Context: an optimization exercise on an open-source flow, tuned for small area. The choices shown serve that exercise and are no tape-out recipe. RTL that was checked went through simulation tests only; none was proved equivalent to the original. The clock port is modelled as an ideal driver; clocking choices that lean on that would not hold on a real chip. Power and IR drop assume default switching activity.

==> flow/design.v <==
module top (
    input   clk,
    input   rst_n,
    output  SRCLK,
    output  RCLK,
    output  SER
);
    reg [4:0]  p;
    reg [5:0]  q;
    reg [3:0]  r0, r1, r2, r3;
    reg        x;                                  
    reg        ser_r;
    wire jump = q[5] & q[4] & q[2] & q[1] & q[0]   
              & p[3] & ~p[2] & p[1] & ~p[0];
    wire q31  = q[4] & q[3] & q[2] & q[1] & q[0];
    wire wrap = (p[4] & (p[0] | q31)) | jump;      
    always @(posedge clk) begin
        if (~rst_n) begin
            p     <= 5'd1;
            q     <= 6'd22;
        end else begin
            p[0]  <= ~wrap & ~p[0];
            p[1]  <= ~wrap & (p[1] ^ p[0]);
            p[2]  <= ~wrap & (p[2] ^ (p[1] & p[0]));
            p[3]  <= ~wrap & (p[3] ^ (p[2] & p[1] & p[0]));
            p[4]  <= ~wrap & (p[4] | (p[3] & p[2] & p[1] & p[0]));
            q[0]  <= ~jump & (q[0] ^ wrap);
            q[1]  <= ~jump & (q[1] ^ (wrap & q[0]));
            q[2]  <= ~jump & (q[2] ^ (wrap & q[1] & q[0]));
            q[3]  <= ~jump & (q[3] ^ (wrap & q[2] & q[1] & q[0]));
            q[4]  <= ~jump & (q[4] ^ (wrap & q[3] & q[2] & q[1] & q[0]));
            q[5]  <= ~jump & (q[5] | (wrap & q[4] & q[3] & q[2] & q[1] & q[0]));
        end
    end
    wire [1:0] ph  = {p[1] ^ q[0], p[0]};          
    wire       pre = q[5] | q[4];                  
    wire       first = x & pre;
    wire       c = x;
    wire       h9  = (r0[1] & ~r0[2] & ~r0[3]);    
    wire [3:0] nxt;                               
    assign nxt[0] = (r0[2]) | (r0[0] & r0[3]);
    assign nxt[1] = (~r0[1] & ~r0[2]) | (r0[0] & r0[1] & r0[2]) | (~r0[0] & ~r0[1]);
    assign nxt[2] = (r0[0] & r0[3]) | (r0[0] & r0[1] & ~r0[2]) | (~r0[0] & ~r0[2] & ~r0[3]);
    assign nxt[3] = (r0[0] & ~r0[2] & ~r0[3]) | (~r0[0] & r0[2]);
    wire [3:0] inc = first ? 4'd12 : (c ? nxt : r0);
    wire       segbit = (~q[0] & ~q[1] & ~q[2]) | (q[0] & q[1] & ~q[2] & ~r0[2]) | (~q[2] & r0[0] & r0[3]) | (q[0] & q[1] & r0[1] & r0[3]) | (~q[0] & ~q[1] & ~r0[2] & r0[3]) | (~q[0] & ~q[2] & r0[0] & ~r0[1]) | (~q[0] & q[1] & q[2] & ~r0[0] & ~r0[3]) | (~q[1] & ~q[2] & ~r0[1] & r0[3]) | (q[0] & ~q[1] & q[2] & r0[0] & ~r0[1] & r0[2]);
    always @(posedge clk) begin
        r0 <= r1;
        r1 <= r2;
        r2 <= r3;
        r3 <= inc;
        x  <= ~rst_n | jump | (x & (pre | (h9 & ~(p[1] & p[0]))));   
    end
    always @(posedge clk)
        if (ph == q[4:3]) ser_r <= segbit;
    assign SER   = ser_r;
    assign SRCLK = ~first & ~q[5] & ~p[4] & p[3];
    assign RCLK  = ~first & (q == 6'd32) & ~p[4] & p[3];
endmodule
==> flow/config.mk <==
export PLATFORM = sky130hd
export DESIGN_NAME = top
export DESIGN_NICKNAME = top
export VERILOG_FILES = /design/flow/design.v
export SDC_FILE = /design/flow/constraint.sdc
export NUM_CORES = 4
export LEC_CHECK = 0
export CAP_MARGIN = 20
export CORE_AREA = 10 10 90 90
export DIE_AREA = 0 0 100 100
export SLEW_MARGIN = 20
==> flow/constraint.sdc <==
create_clock -name core_clock -period 10.0 [get_ports {clk}]
set_input_delay 2.0000 -clock core_clock [delete_from_list [all_inputs] [get_ports {clk}]]
set_output_delay 2.0000 -clock core_clock [all_outputs]
set_load 0.01 [all_outputs]
standard.sh (not shown) runs the stock make flow with config.mk's settings and CLKGATE_MAP_FILE= SYNTH_SCRIPT=/design/flow/synth_recipe.tcl, a recipe that flattens the netlist after the stock synthesis.
==> flow/flow/run.sh <==
#!/bin/bash
# Own layout flow: the standard ORFS flow (standard.sh) with these changes:
#  - synthesis maps the logic with several area-oriented ABC scripts
#    (flow/*.abc) and keeps the smallest result, without the adder
#    extraction step (registers and their names are unchanged);
#  - port buffers use the smallest buffer cell;
#  - the clock tree is one buf_12 at the registers' centroid that drives every
#    register (flow/pre_cts.tcl); clock_tree_synthesis is limited to the clock
#    port's net, which then has that single sink, so it adds nothing.
# Runs in the standard flow's work folder; each tool's output is kept in orfs/logs and
# the make output in flow_make.log.
set -euo pipefail
W=$(pwd)
F="$W/flow"
bash standard.sh \
  SYNTH_SCRIPT="$F/synth.tcl" \
  MY_ABC_SCRIPTS="$F/area.abc $F/nf_r.abc $F/nf_rp.abc $F/amap.abc $F/dch_amap.abc $F/rw_amap.abc" \
  ADDER_MAP_FILE= \
  BUFFER_PORTS_ARGS="-buffer_cell sky130_fd_sc_hd__buf_1" \
  PRE_CTS_TCL="$F/pre_cts.tcl" \
  CTS_ARGS="-sink_clustering_enable -repair_clock_nets -clk_nets clk" \
  finish 2>&1 | tee "$W/flow_make.log"
Other scripts of this flow, unchanged in this note and not shown: flow/flow/amap.abc, flow/flow/area.abc, flow/flow/dch_amap.abc, flow/flow/nf_r.abc, flow/flow/nf_rp.abc, flow/flow/pre_cts.tcl, flow/flow/rw_amap.abc, flow/flow/synth.tcl
The baseline completed without violations.
Next try:
==> flow/design.v (replaced) <==
module top (
    input   clk,
    input   rst_n,
    output  SRCLK,
    output  RCLK,
    output  SER
);
    reg [4:0]  p;
    reg [5:0]  q;
    reg [3:0]  r0, r1, r2, r3;
    reg        x;                                  
    reg        ser_r;
    wire jump = q[5] & q[4] & q[2] & q[1] & q[0]   
              & p[3] & ~p[2] & p[1] & ~p[0];
    wire q31  = ~q[5] & q[4] & q[3] & q[2] & q[1] & q[0];
    wire wrap = (p[4] & (p[0] | q31)) | jump;      
    always @(posedge clk) begin
        if (~rst_n) begin
            p     <= 5'd1;
            q     <= 6'd22;
        end else begin
            p     <= wrap ? 5'd0 : p + 5'd1;
            if (wrap) q <= jump ? 6'd0 : q + 6'd1;
        end
    end
    wire [1:0] ph  = {p[1] ^ q[0], p[0]};          
    wire       pre = q[5] | q[4];                  
    wire       first = x & pre;
    wire       c = x;
    wire       h9  = (r0[1] & ~r0[2] & ~r0[3]);    
    wire [3:0] nxt;                               
    assign nxt[0] = (r0[2]) | (r0[0] & r0[3]);
    assign nxt[1] = (~r0[1] & ~r0[2]) | (r0[0] & r0[1] & r0[2]) | (~r0[0] & ~r0[1]);
    assign nxt[2] = (r0[0] & r0[3]) | (r0[0] & r0[1] & ~r0[2]) | (~r0[0] & ~r0[2] & ~r0[3]);
    assign nxt[3] = (r0[0] & ~r0[2] & ~r0[3]) | (~r0[0] & r0[2]);
    wire [3:0] inc = first ? 4'd12 : (c ? nxt : r0);
    wire       segbit = (~q[0] & ~q[1] & ~q[2]) | (q[0] & q[1] & ~q[2] & ~r0[2]) | (~q[2] & r0[0] & r0[3]) | (q[0] & q[1] & r0[1] & r0[3]) | (~q[0] & ~q[1] & ~r0[2] & r0[3]) | (~q[0] & ~q[2] & r0[0] & ~r0[1]) | (~q[0] & q[1] & q[2] & ~r0[0] & ~r0[3]) | (~q[1] & ~q[2] & ~r0[1] & r0[3]) | (q[0] & ~q[1] & q[2] & r0[0] & ~r0[1] & r0[2]);
    always @(posedge clk) begin
        r0 <= r1;
        r1 <= r2;
        r2 <= r3;
        r3 <= inc;
        x  <= ~rst_n | jump | (x & (pre | (h9 & (ph != 2'd3))));
    end
    always @(posedge clk)
        if (ph == q[4:3]) ser_r <= segbit;
    assign SER   = ser_r;
    assign SRCLK = ~first & ~q[5] & ~p[4] & p[3];
    assign RCLK  = ~first & (q == 6'd32) & ~p[4] & p[3];
endmodule
Effect: Synthesized area fell by 0.49%. Fmax rose by about 1.3%. Wire length is lower by about 5%. Design area is lower by 0.43%. First-iteration DRC count climbs by about 40%. Critical path depth goes down by 1. Core utilization stays flat.

========
Another version of the RTL of top (not shown whole).
For scale: ~130 cells after synthesis, ~1300 sq um of cells after synthesis.
==> module top, before the edit <==
module top (
    input   clk,
    input   rst_n,
    output  SRCLK,
    output  RCLK,
    output  SER
);
    reg [4:0]  p;
    reg [5:0]  q;
    reg        first;
    reg [3:0]  r0, r1, r2, r3;
    reg        c;
    reg        ser_r;
    wire jump = (q == 6'd55) && (p == 5'd9);       
    wire wrap = (p == 5'd17) || jump;              
    always @(posedge clk) begin
        if (~rst_n) begin
            p     <= 5'd1;
            q     <= 6'd22;
            first <= 1'b1;
        end else begin
            p     <= wrap ? 5'd0 : p + 5'd1;
            if (wrap) q <= jump ? 6'd0 : q + 6'd1;
            if (jump) first <= 1'b0;
        end
    end
    wire [1:0] ph  = {p[1] ^ q[0], p[0]};          
    wire       h9  = r0[3] & r0[0];                
    reg [3:0] inc;
    always @(*)
        if (first)     inc = 4'd0;
        else if (!c)   inc = r0;
        else if (h9)   inc = 4'd0;
        else           inc = r0 + 4'd1;
    always @(posedge clk) begin
        r0 <= r1;
        r1 <= r2;
        r2 <= r3;
        r3 <= inc;
        c  <= jump | (c & h9 & (ph != 2'd3));
    end
    localparam [127:0] SEGBIT = 128'hffffffffffff09011f4149990d259f03;
    always @(posedge clk)
        if (ph == q[4:3]) ser_r <= SEGBIT[{r0, q[2:0]}];
    assign SER   = ser_r;
    assign SRCLK = ~first & ~q[5] & ~p[4] & p[3];
    assign RCLK  = ~first & (q == 6'd32) & (p >= 5'd7) & (p <= 5'd14);
endmodule
Settings: LEC_CHECK=0, CAP_MARGIN=20, CORE_MARGIN=2, CORE_UTILIZATION=40, SLEW_MARGIN=20; clock period 10.0 ns.
run.sh (not shown) runs the stock make flow with config.mk's settings and CLKGATE_MAP_FILE= SYNTH_SCRIPT=/design/flow/synth_recipe.tcl, a recipe that flattens the netlist after the stock synthesis.
Stock flow here: none of the scripts above is used.
Change:
==> flow/design.v (replaced) <==
module top (
    input   clk,
    input   rst_n,
    output  SRCLK,
    output  RCLK,
    output  SER
);
    reg [4:0]  p;
    reg [5:0]  q;
    reg        first;
    reg [3:0]  r0, r1, r2, r3;
    reg        c;
    reg        ser_r;
    wire jump = q[5] & q[4] & q[2] & q[1] & q[0]   
              & p[3] & ~p[2] & ~p[1] & p[0];
    wire wrap = (p[4] & p[0]) | jump;              
    always @(posedge clk) begin
        if (~rst_n) begin
            p     <= 5'd1;
            q     <= 6'd22;
            first <= 1'b1;
        end else begin
            p     <= wrap ? 5'd0 : p + 5'd1;
            if (wrap) q <= jump ? 6'd0 : q + 6'd1;
            if (jump) first <= 1'b0;
        end
    end
    wire [1:0] ph  = {p[1] ^ q[0], p[0]};          
    wire       h9  = (r0[0] & r0[3]);    
    wire [3:0] nxt;                               
    assign nxt[0] = (~r0[0]);
    assign nxt[1] = (r0[0] & ~r0[1] & ~r0[3]) | (~r0[0] & r0[1]);
    assign nxt[2] = (r0[0] & r0[1] & ~r0[2]) | (~r0[1] & r0[2]) | (~r0[0] & r0[2]);
    assign nxt[3] = (~r0[0] & r0[3]) | (r0[0] & r0[1] & r0[2]);
    wire [3:0] inc = first ? 4'd0 : (c ? nxt : r0);
    wire       segbit = (~q[1] & ~q[2] & ~r0[1] & ~r0[2] & ~r0[3]) | (~q[0] & ~q[1] & r0[0] & ~r0[1] & ~r0[2] & ~r0[3]) | (q[0] & q[1] & r0[0] & ~r0[1] & ~r0[2] & ~r0[3]) | (~q[0] & ~q[2] & r0[1] & ~r0[2]) | (q[0] & ~q[1] & q[2] & ~r0[0] & r0[1] & ~r0[2]) | (~q[0] & ~q[1] & ~r0[0] & ~r0[1] & r0[2]) | (~q[0] & ~q[1] & ~q[2]) | (q[0] & q[1] & ~r0[0] & ~r0[1] & r0[2]) | (q[0] & q[1] & ~q[2] & r0[0]) | (~q[0] & q[1] & q[2] & r0[0] & ~r0[1] & r0[2]) | (~q[0] & q[1] & q[2] & ~r0[0] & r0[1] & r0[2]) | (~q[2] & r0[0] & r0[1] & r0[2]) | (~q[0] & ~q[1] & r0[0] & r0[1] & r0[2]) | (q[1] & ~q[2] & r0[0] & ~r0[2] & ~r0[3]);
    always @(posedge clk) begin
        r0 <= r1;
        r1 <= r2;
        r2 <= r3;
        r3 <= inc;
        c  <= jump | (c & h9 & (ph != 2'd3));
    end
    always @(posedge clk)
        if (ph == q[4:3]) ser_r <= segbit;
    assign SER   = ser_r;
    assign SRCLK = ~first & ~q[5] & ~p[4] & p[3];
    assign RCLK  = ~first & (q == 6'd32) & ~p[4] & (p[3] ^ (p[2] & p[1] & p[0]));
endmodule
=>
- worst setup slack gets better by 0.23 ns
- sequential power stays flat
- synthesized area goes down by a few percent
- total power rises slightly
- clock-buffer cell count stays the same
- maximum frequency increases by a few percent
Function not checked in the second run of this note: the RTL went through the layout flow alone.

[separate check: timing with driven ports]
Ports are ideal in the flow. The routed layouts listed here were re-timed in OpenROAD. Step 1, drivers: a clkbuf_16 drives clk and a buf_2 each remaining input, both assumed. Step 2 times the ports against the registers' clock, not the clock port: input delays grow and output delays shrink by t, the midpoint of the rising clock arrivals with the driver on. a / b / c = no drivers / after step 1 / after step 2; a / b = the first two.
run | shift t [ns] | setup WS [ns] | worst register clock-pin slew, ns | worst slew at a driven data input, ns
the first run of note 1 | 0.161 | 6.552 / 6.524 / 6.685 | 0.10 / 0.10 | 0.04
the second run of note 1 | 0.160 | 6.596 / 6.569 / 6.728 | 0.10 / 0.10 | 0.04
the first run of note 2 | 0.346 | 5.719 / 5.696 / 6.042 | 0.10 / 0.10 | 0.03
the second run of note 2 | 0.337 | 5.953 / 5.935 / 6.272 | 0.10 / 0.10 | 0.03
After both steps setup and hold are still met in every run listed.
